What follows belongs to an exercise in optimizing a design on an open flow for small area, a short achievable clock period and few clock cycles per item; a production flow would make more cautious choices.
At most, simulation tests tie the RTL to the original design; equivalence was not proved.
No activity file was given, so power comes from the tool's default toggle rates.

Design div_iter, start of the top module:
module div_iter (
  input div_clk,
  input resetn,
  input div,
  input div_signed,
  input [31:0] x,
  input [31:0] y,
  output [31:0] s,
  output [31:0] r,
  output reg complete
  );
Size: about 1900 cells after synthesis, roughly 110 flip-flops, ~12000 um2 of cells after synthesis.
Settings: LEC_CHECK=0, CAP_MARGIN=20, CORE_MARGIN=2, CORE_UTILIZATION=60, SETUP_SLACK_MARGIN=2.0, SLEW_MARGIN=20; clock period 5.0 ns.
standard.sh (not shown) runs the stock make flow with config.mk's settings and CLKGATE_MAP_FILE= SYNTH_SCRIPT=/design/flow/synth_recipe.tcl, a recipe that flattens the netlist after the stock synthesis.
==> flow/flow/run.sh <==
#!/bin/bash
# The standard layout with these changes to how it is made:
# - synthesis maps adders as plain logic (no half/full adder cells), so that
#   abc sees and balances whole carry paths;
# - abc maps with flow/abc.script (see flow/synth.tcl): the logic is
#   balanced for depth and then mapped with the delay-oriented mapper;
# - every port still gets a buffer, but the smallest plain buffer (buf_1)
#   rather than the delay buffer the resizer picks by default.
# Everything else, including the registers, is the standard synthesis and
# layout.
set -euo pipefail
here=$(pwd)
bash standard.sh ADDER_MAP_FILE= "BUFFER_PORTS_ARGS=-buffer_cell sky130_fd_sc_hd__buf_1" SYNTH_SCRIPT="$here/flow/synth.tcl" finish > standard.log 2>&1
==> flow/flow/abc.script <==
strash
&get -n
&st
&dch
&nf
&st
&syn2
&if -g -K 6
&synch2
&nf
&st
&syn2
&if -g -K 6
&synch2
&put
dch -f
map
strash
dch -f
map
buffer -c
topo
upsize -c
dnsize -c
==> flow/flow/synth.tcl <==
proc synth {args} { yosys synth -nofsm -noshare {*}$args }
# Technology mapping with our own abc script (flow/abc.script beside this
# file): balance the logic, then the delay-oriented classic mapper.
set ::my_abc_script [file join [file dirname [file normalize [info script]]] abc.script]
proc abc {args} {
  set i [lsearch -exact $args -script]
  if { $i >= 0 } { set args [lreplace $args $i [expr {$i + 1}] -script $::my_abc_script] }
  yosys abc {*}$args
}
source $::env(SCRIPTS_DIR)/synth.tcl
# left out here: clear keep_hierarchy, flatten, clean up, hide names made inside functions, write 1_2_yosys.v
The first run produced a clean layout.
Testbench counts at the start, summed over its fixed seeds: cycles 38,018, divs 4,800.
Rerun with:
--- a/flow/flow/abc.script
+++ b/flow/flow/abc.script
@@ -18,3 +17,0 @@
-strash
-dch -f
-map
SETUP_SLACK_MARGIN = 1.5   (was 2.0)
Outcome: Utilization falls by 5.4 points. Die area rises slightly. Wire length falls by a few percent. Maximum frequency falls by roughly a tenth. Clock skew rises by 3.3 ps. Worst hold slack is better by 31 ps. Via count falls by a few percent.
Rerun with:
SETUP_SLACK_MARGIN = 2.0   (was 1.5)
Outcome:
- power goes up by about 3.7%
- global-route usage rose by 0.96 points
- final area went up by about 8%
- synthesized area stays the same
- fmax went up by about 15%
- critical path depth fell by 2
- wire length goes up by about 5%
- final cell count rises by about 3.2%

---

job 3275:
Another version of the RTL of div_iter (not shown whole).
Size: about 1600 cells after synthesis, ~120 flip-flops, ~130 I/O pins, roughly 13000 um2 of cells after synthesis.
## div_iter
module div_iter (
  input div_clk,
  input resetn,
  input div,
  input div_signed,
  input [31:0] x,
  input [31:0] y,
  output [31:0] s,
  output [31:0] r,
  output reg complete
  );
Settings: LEC_CHECK=0, CAP_MARGIN=20, CORE_MARGIN=2, CORE_UTILIZATION=40, SETUP_SLACK_MARGIN=2.5, SLEW_MARGIN=20; clock period 5.0 ns.
run.sh (not shown) runs the stock make flow with config.mk's settings and CLKGATE_MAP_FILE= SYNTH_SCRIPT=/design/flow/synth_recipe.tcl, a recipe that flattens the netlist after the stock synthesis.
Stock flow here: none of the scripts above is used.
#### Input delta (job 5455 over job 3275)
Settings: a deleted SETUP_SLACK_MARGIN that had been 2.5; an added ABC_CLOCK_PERIOD_IN_PS of 2500.
[summary]
Diff job 3275 -> job 5455: total met2 wirelength after detailed routing has decreased, setup slack has decreased, critical path depth has decreased, post-synthesis to final-layout area growth has decreased, quantity of I/O buffers inserted on ports has remained practically unchanged. Against job 3275, job 5455 reports a first-pass GRT wire length that is lower. Sort job 5455 and job 3275 by post-layout total power, ascending, and job 5455 comes first. Part of the cycle the worst path needs (job 5455 over job 3275): increase, 3.9 points.
No run of this note included a check of the RTL's function; only the layout flow was run.

---

Another version of the RTL of div_iter (not shown whole).
Size in the first run: roughly 120 flip-flops, about 130 I/O pins, roughly 0.012 mm² of cells after synthesis.
clock: 5.0 ns
lec_check: 0
abc_clock_period_in_ps: 2500
cap_margin: 20
core_margin: 2
core_utilization: 40
setup_slack_margin: 2.2
slew_margin: 20
The starting point went through all stages and came out clean.
Change:
- SETUP_SLACK_MARGIN: 2.2 -> default
What happened: Count of clock-buffer cells in the layout is unchanged; utilization fell by 10 points; fmax went down by 2.9%; via count drops by 9.7%.
Change:
- ABC_CLOCK_PERIOD_IN_PS: 2500 -> 1000
=> The new run finished clean; via count stays the same; register-to-register slack is about the same; global-route usage does not change.
Change:
- ABC_CLOCK_PERIOD_IN_PS: 1000 -> 1500
=> The changed run completed with no timing, DRC or antenna violations. Sequential share of layout area stays the same. Flip-flop and latch count is unchanged. Area after synthesis does not change. Routed wire length does not change. Setup slack stays the same. Register-to-register slack hardly moves. Utilization does not change. Clock skew stays the same. Via count stays the same. Design area is unchanged. Non-clock buffer count is unchanged.
No run of this note included a check of the RTL's function; only the layout flow was run.

---

before:
div_iter, a different RTL version from the one above (not shown whole).
Size in the first run: roughly 1,500 cells after synthesis, about 110 flip-flops, ~12,000 sq um of cells after synthesis.
Settings: LEC_CHECK=0, CAP_MARGIN=20, CORE_MARGIN=2, CORE_UTILIZATION=40, SETUP_SLACK_MARGIN=1.5, SLEW_MARGIN=20; clock period 5.0 ns.
What the final checks of before revealed, after a flow that finished every stage, was a layout that fails on setup timing.
Testbench counts of before, summed over its fixed seeds: cycles 37,988, divs 4,800.
Inputs modified between before and after:
==> flow/flow/run.sh (new file) <==
#!/bin/bash
# The standard layout, with the synthesis left to map adders as plain
# logic (no half/full adder cells), so that abc sees whole carry paths.
set -euo pipefail
bash standard.sh ADDER_MAP_FILE= finish > standard.log 2>&1
==> flow/standard.sh (new file) <==
#!/bin/bash
# synth_recipe.tcl (not shown) runs the flow's synth.tcl, then flattens the netlist and writes it again
# the make line also repeats each setting of config.mk as NAME=value (left out here)
make -C /OpenROAD-flow-scripts/flow DESIGN_CONFIG=/design/flow/config.mk WORK_HOME=/design/flow/orfs CLKGATE_MAP_FILE= SYNTH_SCRIPT=/design/flow/synth_recipe.tcl "${@:-finish}"
removed: flow/run.sh
==> results.txt <==
after: PASS, flow complete, no timing, DRC or antenna violations. Going from before to after, hold-critical path depth grows by 1. [compare] base=before new=after: sequential fraction of total cell area held; post-place setup slack up 1.15 ns.

==> what the ideal ports hide <==
How much do the figures lean on ideal ports? The routed layouts below were timed once more, with nothing changed but the port constraints.
Step 1 sets driving cells, clkbuf_16 on the clock port and buf_2 on the other inputs (assumed; they add their load-dependent delay and slew).
Step 2, shift: input delay + t, output delay - t, t = (earliest + latest rising clock arrival at the registers) / 2. This alone moves slack from input paths to output paths.
Three values: ideal, step 1, step 2; two values: the first two.
| run | shift t [ns] | setup WS [ns] | hold slack, ns | latest minus earliest clock arrival (ns) | worst slew at a driven data input, ns |
|---|---|---|---|---|---|
| the first run of note 1 | 0.420 | 1.953 / 1.974 / 1.554 | 0.617 / 0.617 / 0.617 | 0.022 / 0.022 | 0.07 |
| the second run of note 1 | 0.413 | 1.569 / 1.598 / 1.185 | 0.648 / 0.648 / 0.648 | 0.024 / 0.024 | 0.07 |
| the third run of note 1 | 0.420 | 2.018 / 2.009 / 1.588 | 0.634 / 0.634 / 0.634 | 0.023 / 0.023 | 0.08 |
| job 3275 | 0.484 | 0.652 / 0.652 / 0.652 | 0.652 / 0.652 / 0.652 | 0.014 / 0.014 | 0.07 |
| job 5455 | 0.485 | 0.459 / 0.459 / 0.459 | 0.625 / 0.625 / 0.625 | 0.015 / 0.014 | 0.06 |
| the first run of note 3 | 0.483 | 0.420 / 0.420 / 0.420 | 0.626 / 0.626 / 0.626 | 0.012 / 0.011 | 0.06 |
| the second run of note 3 | 0.477 | 0.285 / 0.285 / 0.285 | 0.634 / 0.634 / 0.634 | 0.013 / 0.013 | 0.06 |
| the third run of note 3 | 0.477 | 0.285 / 0.285 / 0.285 | 0.634 / 0.634 / 0.634 | 0.013 / 0.013 | 0.06 |
| the fourth run of note 3 | 0.477 | 0.285 / 0.285 / 0.285 | 0.634 / 0.634 / 0.634 | 0.013 / 0.013 | 0.06 |
| before | 0.406 | -0.109 / -0.109 / -0.206 | 0.588 / 0.588 / 0.588 | 0.018 / 0.018 | 0.06 |
| after | 0.412 | 1.102 / 1.102 / 0.895 | 0.673 / 0.673 / 0.673 | 0.024 / 0.024 | 0.06 |
The setup slack of the third run of note 1, which loses most, moves by -0.009 ns with the drivers and by -0.430 ns with both steps.
